This design comes from an exercise in tuning for small area, a short achievable clock period and few clock cycles per item on the open sky130 flow, not from production work. Function was checked by simulation only, so behaviour that the tests miss may differ from the original. Power and IR drop assume default switching activity.

Setup of v6:
==> module main, before the edit <==
module main(
    input clk,
    input rst,
    input start,
    input [7:0] a,
    input [7:0] b,
    output wire ready,
    output wire busy,
    output reg [8:0] y
);
reg ready_r;
reg [7:0] ar, br;      
reg [6:0] m;           
reg [9:0] r;           
assign ready = ready_r;
assign busy = ~ready_r;
wire [5:0] ab3 = {a[7:5], b[7:5]};
wire [8:0] qr3;
assign qr3[0] = (ab3 == 6'd9) | (ab3 == 6'd10) | (ab3 == 6'd11) | (ab3 == 6'd12) | (ab3 == 6'd13) | (ab3 == 6'd14) | (ab3 == 6'd15) | (ab3 == 6'd17) | (ab3 == 6'd25) | (ab3 == 6'd29) | (ab3 == 6'd30) | (ab3 == 6'd31) | (ab3 == 6'd33) | (ab3 == 6'd36) | (ab3 == 6'd37) | (ab3 == 6'd38) | (ab3 == 6'd39) | (ab3 == 6'd41) | (ab3 == 6'd43) | (ab3 == 6'd44) | (ab3 == 6'd45) | (ab3 == 6'd49) | (ab3 == 6'd51) | (ab3 == 6'd52) | (ab3 == 6'd57) | (ab3 == 6'd59) | (ab3 == 6'd60) | (ab3 == 6'd63);
assign qr3[1] = (ab3 == 6'd27) | (ab3 == 6'd36) | (ab3 == 6'd38) | (ab3 == 6'd47) | (ab3 == 6'd52) | (ab3 == 6'd61);
assign qr3[2] = (ab3 == 6'd18) | (ab3 == 6'd19) | (ab3 == 6'd20) | (ab3 == 6'd21) | (ab3 == 6'd22) | (ab3 == 6'd23) | (ab3 == 6'd26) | (ab3 == 6'd34) | (ab3 == 6'd36) | (ab3 == 6'd37) | (ab3 == 6'd42) | (ab3 == 6'd44) | (ab3 == 6'd46) | (ab3 == 6'd50) | (ab3 == 6'd53) | (ab3 == 6'd55) | (ab3 == 6'd58) | (ab3 == 6'd62);
assign qr3[3] = (ab3 == 6'd29) | (ab3 == 6'd30) | (ab3 == 6'd31) | (ab3 == 6'd43) | (ab3 == 6'd46) | (ab3 == 6'd47) | (ab3 == 6'd51) | (ab3 == 6'd53) | (ab3 == 6'd54) | (ab3 == 6'd59) | (ab3 == 6'd61);
assign qr3[4] = (ab3 == 6'd63);
assign qr3[5] = (ab3 == 6'd1) | (ab3 == 6'd3) | (ab3 == 6'd5) | (ab3 == 6'd7) | (ab3 == 6'd8) | (ab3 == 6'd9) | (ab3 == 6'd11) | (ab3 == 6'd13) | (ab3 == 6'd15) | (ab3 == 6'd19) | (ab3 == 6'd21) | (ab3 == 6'd23) | (ab3 == 6'd24) | (ab3 == 6'd25) | (ab3 == 6'd26) | (ab3 == 6'd28) | (ab3 == 6'd29) | (ab3 == 6'd31) | (ab3 == 6'd35) | (ab3 == 6'd36) | (ab3 == 6'd38) | (ab3 == 6'd40) | (ab3 == 6'd41) | (ab3 == 6'd42) | (ab3 == 6'd43) | (ab3 == 6'd45) | (ab3 == 6'd46) | (ab3 == 6'd52) | (ab3 == 6'd53) | (ab3 == 6'd55) | (ab3 == 6'd56) | (ab3 == 6'd57) | (ab3 == 6'd58) | (ab3 == 6'd59) | (ab3 == 6'd62) | (ab3 == 6'd63);
assign qr3[6] = (ab3 == 6'd2) | (ab3 == 6'd3) | (ab3 == 6'd6) | (ab3 == 6'd7) | (ab3 == 6'd10) | (ab3 == 6'd11) | (ab3 == 6'd14) | (ab3 == 6'd15) | (ab3 == 6'd16) | (ab3 == 6'd17) | (ab3 == 6'd18) | (ab3 == 6'd19) | (ab3 == 6'd22) | (ab3 == 6'd23) | (ab3 == 6'd24) | (ab3 == 6'd25) | (ab3 == 6'd26) | (ab3 == 6'd30) | (ab3 == 6'd31) | (ab3 == 6'd37) | (ab3 == 6'd38) | (ab3 == 6'd44) | (ab3 == 6'd45) | (ab3 == 6'd46) | (ab3 == 6'd48) | (ab3 == 6'd49) | (ab3 == 6'd50) | (ab3 == 6'd51) | (ab3 == 6'd52) | (ab3 == 6'd53) | (ab3 == 6'd56) | (ab3 == 6'd57) | (ab3 == 6'd58) | (ab3 == 6'd59);
assign qr3[7] = (ab3 == 6'd4) | (ab3 == 6'd5) | (ab3 == 6'd6) | (ab3 == 6'd7) | (ab3 == 6'd12) | (ab3 == 6'd13) | (ab3 == 6'd14) | (ab3 == 6'd15) | (ab3 == 6'd20) | (ab3 == 6'd21) | (ab3 == 6'd22) | (ab3 == 6'd23) | (ab3 == 6'd27) | (ab3 == 6'd28) | (ab3 == 6'd29) | (ab3 == 6'd30) | (ab3 == 6'd31) | (ab3 == 6'd32) | (ab3 == 6'd33) | (ab3 == 6'd34) | (ab3 == 6'd35) | (ab3 == 6'd36) | (ab3 == 6'd37) | (ab3 == 6'd38) | (ab3 == 6'd40) | (ab3 == 6'd41) | (ab3 == 6'd42) | (ab3 == 6'd43) | (ab3 == 6'd44) | (ab3 == 6'd45) | (ab3 == 6'd46) | (ab3 == 6'd48) | (ab3 == 6'd49) | (ab3 == 6'd50) | (ab3 == 6'd51) | (ab3 == 6'd52) | (ab3 == 6'd53) | (ab3 == 6'd56) | (ab3 == 6'd57) | (ab3 == 6'd58) | (ab3 == 6'd59);
assign qr3[8] = (ab3 == 6'd39) | (ab3 == 6'd47) | (ab3 == 6'd54) | (ab3 == 6'd55) | (ab3 == 6'd60) | (ab3 == 6'd61) | (ab3 == 6'd62) | (ab3 == 6'd63);
wire [3:0] q3 = qr3[8:5];
wire [4:0] r3 = qr3[4:0];
wire ak = ar[7];
wire bk = br[7];
wire [6:0] ah = ar[6:0] & m & {7{ak}};
wire [6:0] bh = br[6:0] & m & {7{bk}};
wire [10:0] sum3 = r + ah + bh;
wire [12:0] t  = {sum3, ak & bk, ak ^ bk};
wire [8:0] yinc = y + 9'd1;
wire [12:0] c3 = {y, 3'b100} + {yinc, 2'b01};
wire [13:0] t1 = {1'b0, t} - {3'b0, y, 2'b01};
wire [13:0] t2 = {1'b0, t} - {2'b0, y, 3'b100};
wire [13:0] t3 = {1'b0, t} - {1'b0, c3};
always @(posedge clk) begin
    if (ready_r) begin
        ar <= {a[4:0], a[7:5]};
        br <= {b[4:0], b[7:5]};
        m <= 7'b0000111;
        r <= r3;
    end else begin
        ar <= {ar[6:0], ar[7]};
        br <= {br[6:0], br[7]};
        m <= {m[5:0], 1'b1};
        if (!t3[13]) r <= t3[9:0];
        else if (!t2[13]) r <= t2[9:0];
        else if (!t1[13]) r <= t1[9:0];
        else r <= t[9:0];
    end
    if (ready_r) begin
        if (start) y <= q3;
    end else begin
        if (!t3[13]) y <= {yinc[7:0], 1'b1};
        else if (!t2[13]) y <= {yinc[7:0], 1'b0};
        else if (!t1[13]) y <= {y[7:0], 1'b1};
        else y <= {y[7:0], 1'b0};
    end
end
always @(posedge clk)
    if (rst) ready_r <= 1'b1;
    else if (ready_r) ready_r <= ~start;
    else ready_r <= m[6];
endmodule
export LEC_CHECK = 0
export CAP_MARGIN = 20
export CORE_MARGIN = 2
export CORE_UTILIZATION = 40
export SLEW_MARGIN = 20
create_clock -name core_clock -period 5.0 [get_ports {clk}]
run.sh (not shown) runs the stock make flow with config.mk's settings and CLKGATE_MAP_FILE= SYNTH_SCRIPT=/design/flow/synth_recipe.tcl, a recipe that flattens the netlist after the stock synthesis.
Testbench counts of v6, summed over its fixed seeds: cycles 12,288, items 2,048.
### v6 -> v7
--- a/flow/design.v
+++ b/flow/design.v
@@ -11,7 +11,8 @@
 );
 reg ready_r;
-reg [7:0] ar, br;      
-reg [6:0] m;           
+reg [4:0] kh;          
 reg [9:0] r;           
+reg [7:0] x;           
+reg ak, bk;            
 assign ready = ready_r;
 assign busy = ~ready_r;
@@ -29,9 +30,14 @@
 wire [3:0] q3 = qr3[8:5];
 wire [4:0] r3 = qr3[4:0];
-wire ak = ar[7];
-wire bk = br[7];
-wire [6:0] ah = ar[6:0] & m & {7{ak}};
-wire [6:0] bh = br[6:0] & m & {7{bk}};
-wire [10:0] sum3 = r + ah + bh;
+wire [4:0] kh_n = ready_r ? 5'b10000 : {1'b0, kh[4:1]};
+wire ak_n = |(kh_n & a[4:0]);
+wire bk_n = |(kh_n & b[4:0]);
+wire [6:0] a_n = ({7{kh_n[4]}} & {4'd0, a[7:5]}) | ({7{kh_n[3]}} & {3'd0, a[7:4]}) |
+                 ({7{kh_n[2]}} & {2'd0, a[7:3]}) | ({7{kh_n[1]}} & {1'd0, a[7:2]}) |
+                 ({7{kh_n[0]}} & a[7:1]);
+wire [6:0] b_n = ({7{kh_n[4]}} & {4'd0, b[7:5]}) | ({7{kh_n[3]}} & {3'd0, b[7:4]}) |
+                 ({7{kh_n[2]}} & {2'd0, b[7:3]}) | ({7{kh_n[1]}} & {1'd0, b[7:2]}) |
+                 ({7{kh_n[0]}} & b[7:1]);
+wire [10:0] sum3 = r + x;
 wire [12:0] t  = {sum3, ak & bk, ak ^ bk};
 wire [8:0] yinc = y + 9'd1;
@@ -41,13 +47,11 @@
 wire [13:0] t3 = {1'b0, t} - {1'b0, c3};
 always @(posedge clk) begin
+    kh <= kh_n;
+    ak <= ak_n;
+    bk <= bk_n;
+    x <= (ak_n ? a_n : 7'd0) + (bk_n ? b_n : 7'd0);
     if (ready_r) begin
-        ar <= {a[4:0], a[7:5]};
-        br <= {b[4:0], b[7:5]};
-        m <= 7'b0000111;
         r <= r3;
     end else begin
-        ar <= {ar[6:0], ar[7]};
-        br <= {br[6:0], br[7]};
-        m <= {m[5:0], 1'b1};
         if (!t3[13]) r <= t3[9:0];
         else if (!t2[13]) r <= t2[9:0];
@@ -67,4 +71,4 @@
     if (rst) ready_r <= 1'b1;
     else if (ready_r) ready_r <= ~start;
-    else ready_r <= m[6];
+    else ready_r <= kh[0];
 endmodule
==> run summary <==
v7 ran to completion and came out clean on the timing, design-rule and antenna checks.
v6 has completed all stages; timing, DRC and antenna checks passed.
Combined flip-flop and latch cell area (v7 vs. v6) decreases by more than 10%
Comparing v6 and v7, critical path depth is lower on v7.
Average wire per cell in the routed design (higher): v7
v7: sequential power lower than v6
v7 has global-route usage above what v6 had.
In the metrics for v6 and v7, the one carrying the higher combinational power share is v7.
Final standard cell area without fillers (higher): v7
Testbench counts of v7, summed over its fixed seeds: cycles 12,288, items 2,048.

what the ideal ports hide:
In the flow no input, the clock included, has a driving cell. The finished layouts below were timed again as built, in two steps.
Step 1 sets driving cells, clkbuf_16 on the clock port and buf_2 on the other inputs (assumed; they add their load-dependent delay and slew).
Step 2 moves the port delays by t, midway between the first and last clock arrival at a register: inputs arrive t later, outputs are due t later. That takes back most of the time a late clock gives input paths.
Slacks: no drivers / after step 1 / after step 2; pairs: no drivers / after step 1.
run | shift t [ns] | setup slack, ns | slew at the worst register clock pin (ns)
v6 | 0.333 | 0.198 / 0.198 / 0.198 | 0.10 / 0.10
v7 | 0.331 | 0.582 / 0.582 / 0.582 | 0.08 / 0.08
After both steps every run listed still meets setup and hold.
